Source: an optimization exercise on an open RTL-to-GDS flow (aim: small area). Production flows keep margins and buffers that such runs may drop. No activity file was given, so power comes from the tool's default toggle rates. No driver is modelled on the clock port, so clocking that relies on it looks cheaper here than on a real chip.

==> flow/design.v (excerpt) <==
module bpuf_core
(
input           clk,
input           en,
input           start,
input  [2:0]    mode,
input  [47:0]   osc,
input  [7:0]    mem_data,
input           enc_ready,
input           dec_ready,
output [9:0]    mem_addr,
output [23:0]   prim_id,
output          id_v,
output          enc_en,
output          enc_start,
output          dec_en,
output          dec_start,
output          ready
);
wire meas_rst;
control #(.MODE_BITS(3), .MEAS_COUNT(20)) u_con (
    .I_clk(clk),
    .I_mode(mode),
    .I_start(start),
    .I_en(en),
    .I_meas_v(id_v),
    .O_meas_rst(meas_rst),
    .O_enc_en(enc_en),
    .O_enc_start(enc_start),
    .I_enc_ready(enc_ready),
    .O_dec_en(dec_en),
    .O_dec_start(dec_start),
    .I_dec_ready(dec_ready),
    .O_ready(ready)
);
meas #(.C_IOSCNUM(48), .C_IOSCDWIDTH(20), .C_OIDWIDTH(24),
    .C_MEMDATAWIDTH(8), .C_MEMADDRWIDTH(10)) u_meas (
    .I_osc_rst(meas_rst),
    .I_osc(osc),
    .I_sclk(clk),
    .I_mem_data(mem_data),
    .O_mem_addr(mem_addr),
    .O_prim_id(prim_id),
    .O_id_v(id_v)
);
endmodule
For scale: ~1500 flip-flops, roughly 100 I/O pins, about 51000 sq um of cells after synthesis.
==> flow/config.mk <==
export PLATFORM = sky130hd
export DESIGN_NAME = bpuf_core
export DESIGN_NICKNAME = bpuf_core
export VERILOG_FILES = /design/flow/design.v
export SDC_FILE = /design/flow/constraint.sdc
export NUM_CORES = 8
export LEC_CHECK = 0
export CAP_MARGIN = 10
export CORE_MARGIN = 2
export CORE_UTILIZATION = 60
export GPL_TIMING_DRIVEN = 0
export PLACE_DENSITY = 0.75
export SLEW_MARGIN = 10
export SYNTH_HIERARCHICAL = 1
export SYNTH_MINIMUM_KEEP_SIZE = 0
==> flow/constraint.sdc <==
create_clock -name core_clock -period 10.0 [get_ports {clk}]
set_input_delay 2.0000 -clock core_clock [delete_from_list [all_inputs] [get_ports {clk}]]
set_output_delay 2.0000 -clock core_clock [all_outputs]
set_load 0.01 [all_outputs]
standard.sh (not shown) runs the stock make flow with config.mk's settings and CLKGATE_MAP_FILE= SYNTH_SCRIPT=/design/flow/synth_recipe.tcl, a recipe that flattens the netlist after the stock synthesis.
==> flow/flow/run.sh <==
#!/bin/bash
# Standard ORFS flow with a leaner clock tree: CTS without dummy loads and with
# larger sink clusters, and the smallest buffer on the ports.
set -e
export CTS_ARGS="-sink_clustering_enable -repair_clock_nets -dont_use_dummy_load -sink_clustering_size 30 -sink_clustering_max_diameter 100 -buf_list sky130_fd_sc_hd__clkbuf_16"
export REMOVE_ABC_BUFFERS=1
export BUFFER_PORTS_ARGS="-buffer_cell sky130_fd_sc_hd__buf_1"
bash standard.sh > standard.log 2>&1
Rerun with:
--- a/flow/config.mk
+++ b/flow/config.mk
@@ -8 +8 @@
-export CAP_MARGIN = 10
+export CAP_MARGIN = 40
@@ -13 +13 @@
-export SLEW_MARGIN = 10
+export SLEW_MARGIN = 20
After rerunning:
- hold slack improved by 0.0031 ns
- clock-buffer cell count does not change
- via count stays flat
- wire length hardly moves
- flip-flop and latch count stays the same
- clock power is about the same
- setup slack gains 0.18 ns
Function was not checked in any run of this note: the RTL went through the layout flow alone.

---

P:
Another version of the RTL of bpuf_core (not shown whole).
Size in the first run: roughly 3,500 cells after synthesis, about 1,500 flip-flops.
==> flow/config.mk <==
export PLATFORM = sky130hd
export DESIGN_NAME = bpuf_core
export DESIGN_NICKNAME = bpuf_core
export VERILOG_FILES = /design/flow/design.v
export SDC_FILE = /design/flow/constraint.sdc
export NUM_CORES = 8
export LEC_CHECK = 0
export CAP_MARGIN = 0
export CORE_MARGIN = 2
export CORE_UTILIZATION = 70
export GPL_TIMING_DRIVEN = 0
export PLACE_DENSITY = 0.9
export SLEW_MARGIN = 0
export SYNTH_HIERARCHICAL = 1
export SYNTH_MINIMUM_KEEP_SIZE = 0
==> flow/constraint.sdc <==
create_clock -name core_clock -period 10.0 [get_ports {clk}]
set_input_delay 2.0000 -clock core_clock [delete_from_list [all_inputs] [get_ports {clk}]]
set_output_delay 2.0000 -clock core_clock [all_outputs]
set_load 0.01 [all_outputs]
==> flow/flow/run.sh <==
#!/bin/bash
# Standard ORFS flow with a leaner clock tree: CTS without dummy loads and with
# larger sink clusters, and the smallest buffer on the ports.
set -e
export CTS_ARGS="-sink_clustering_enable -repair_clock_nets -dont_use_dummy_load -sink_clustering_size 33 -sink_clustering_max_diameter 100 -buf_list sky130_fd_sc_hd__clkbuf_16"
export REMOVE_ABC_BUFFERS=1
export BUFFER_PORTS_ARGS="-buffer_cell sky130_fd_sc_hd__buf_1"
bash standard.sh > standard.log 2>&1
Relative to P, the following input files were edited for Q:
- changing PLACE_DENSITY from 0.9 to 0.85
- changing CORE_UTILIZATION from 70 to 65
--- a/flow/flow/run.sh
+++ b/flow/flow/run.sh
@@ -4,3 +4,3 @@
 set -e
-export CTS_ARGS="-sink_clustering_enable -repair_clock_nets -dont_use_dummy_load -sink_clustering_size 33 -sink_clustering_max_diameter 100 -buf_list sky130_fd_sc_hd__clkbuf_16"
+export CTS_ARGS="-sink_clustering_enable -repair_clock_nets -dont_use_dummy_load -sink_clustering_size 30 -sink_clustering_max_diameter 100 -buf_list sky130_fd_sc_hd__clkbuf_16"
 export REMOVE_ABC_BUFFERS=1
==> comparison <==
- In the tables for P and Q, total number of tap cells reads lower with P.
- P → Q: number of standard cells in the final layout excluding fillers climbed 0.67%; minimum clock period after layout shows a reduction of 0.47 ns; maximum frequency now sits higher.
- Met1 track demand over resource in global routing: lower on Q
- Lower biggest cell delay along the critical path goes to Q over P.
- Register-to-register setup slack (lower): P
- Compared with P, in Q layout clock buffer count went up by 4; initial DRC count -21%.
- The final reports for Q and P show initial standard-cell utilization of the core lower in the former.
No run of this note included a check of the RTL's function; only the layout flow was run.

-- what the ideal ports hide --
The results above use ideal ports. As a check the final layouts listed here were re-extracted and re-timed, cells and wires unchanged.
Step 1 assumes that a clkbuf_16 drives the clock port and a buf_2 every other input.
Step 2 moves the port delays by t, midway between the first and last clock arrival at a register: inputs arrive t later, outputs are due t later. That takes back most of the time a late clock gives input paths.
a / b / c = ideal / step 1 / step 2; a / b = the first two.
| run | t (ns) | setup slack, ns | worst register clock-pin slew, ns |
|---|---|---|---|
| the first run of note 1 | 0.714 | 0.479 / 0.479 / 0.479 | 0.12 / 0.12 |
| the second run of note 1 | 0.714 | 0.663 / 0.663 / 0.663 | 0.11 / 0.11 |
| P | 0.705 | 1.969 / 1.969 / 1.969 | 0.12 / 0.12 |
| Q | 0.717 | 2.443 / 2.443 / 2.443 | 0.11 / 0.11 |
After both steps every run listed still meets setup and hold.
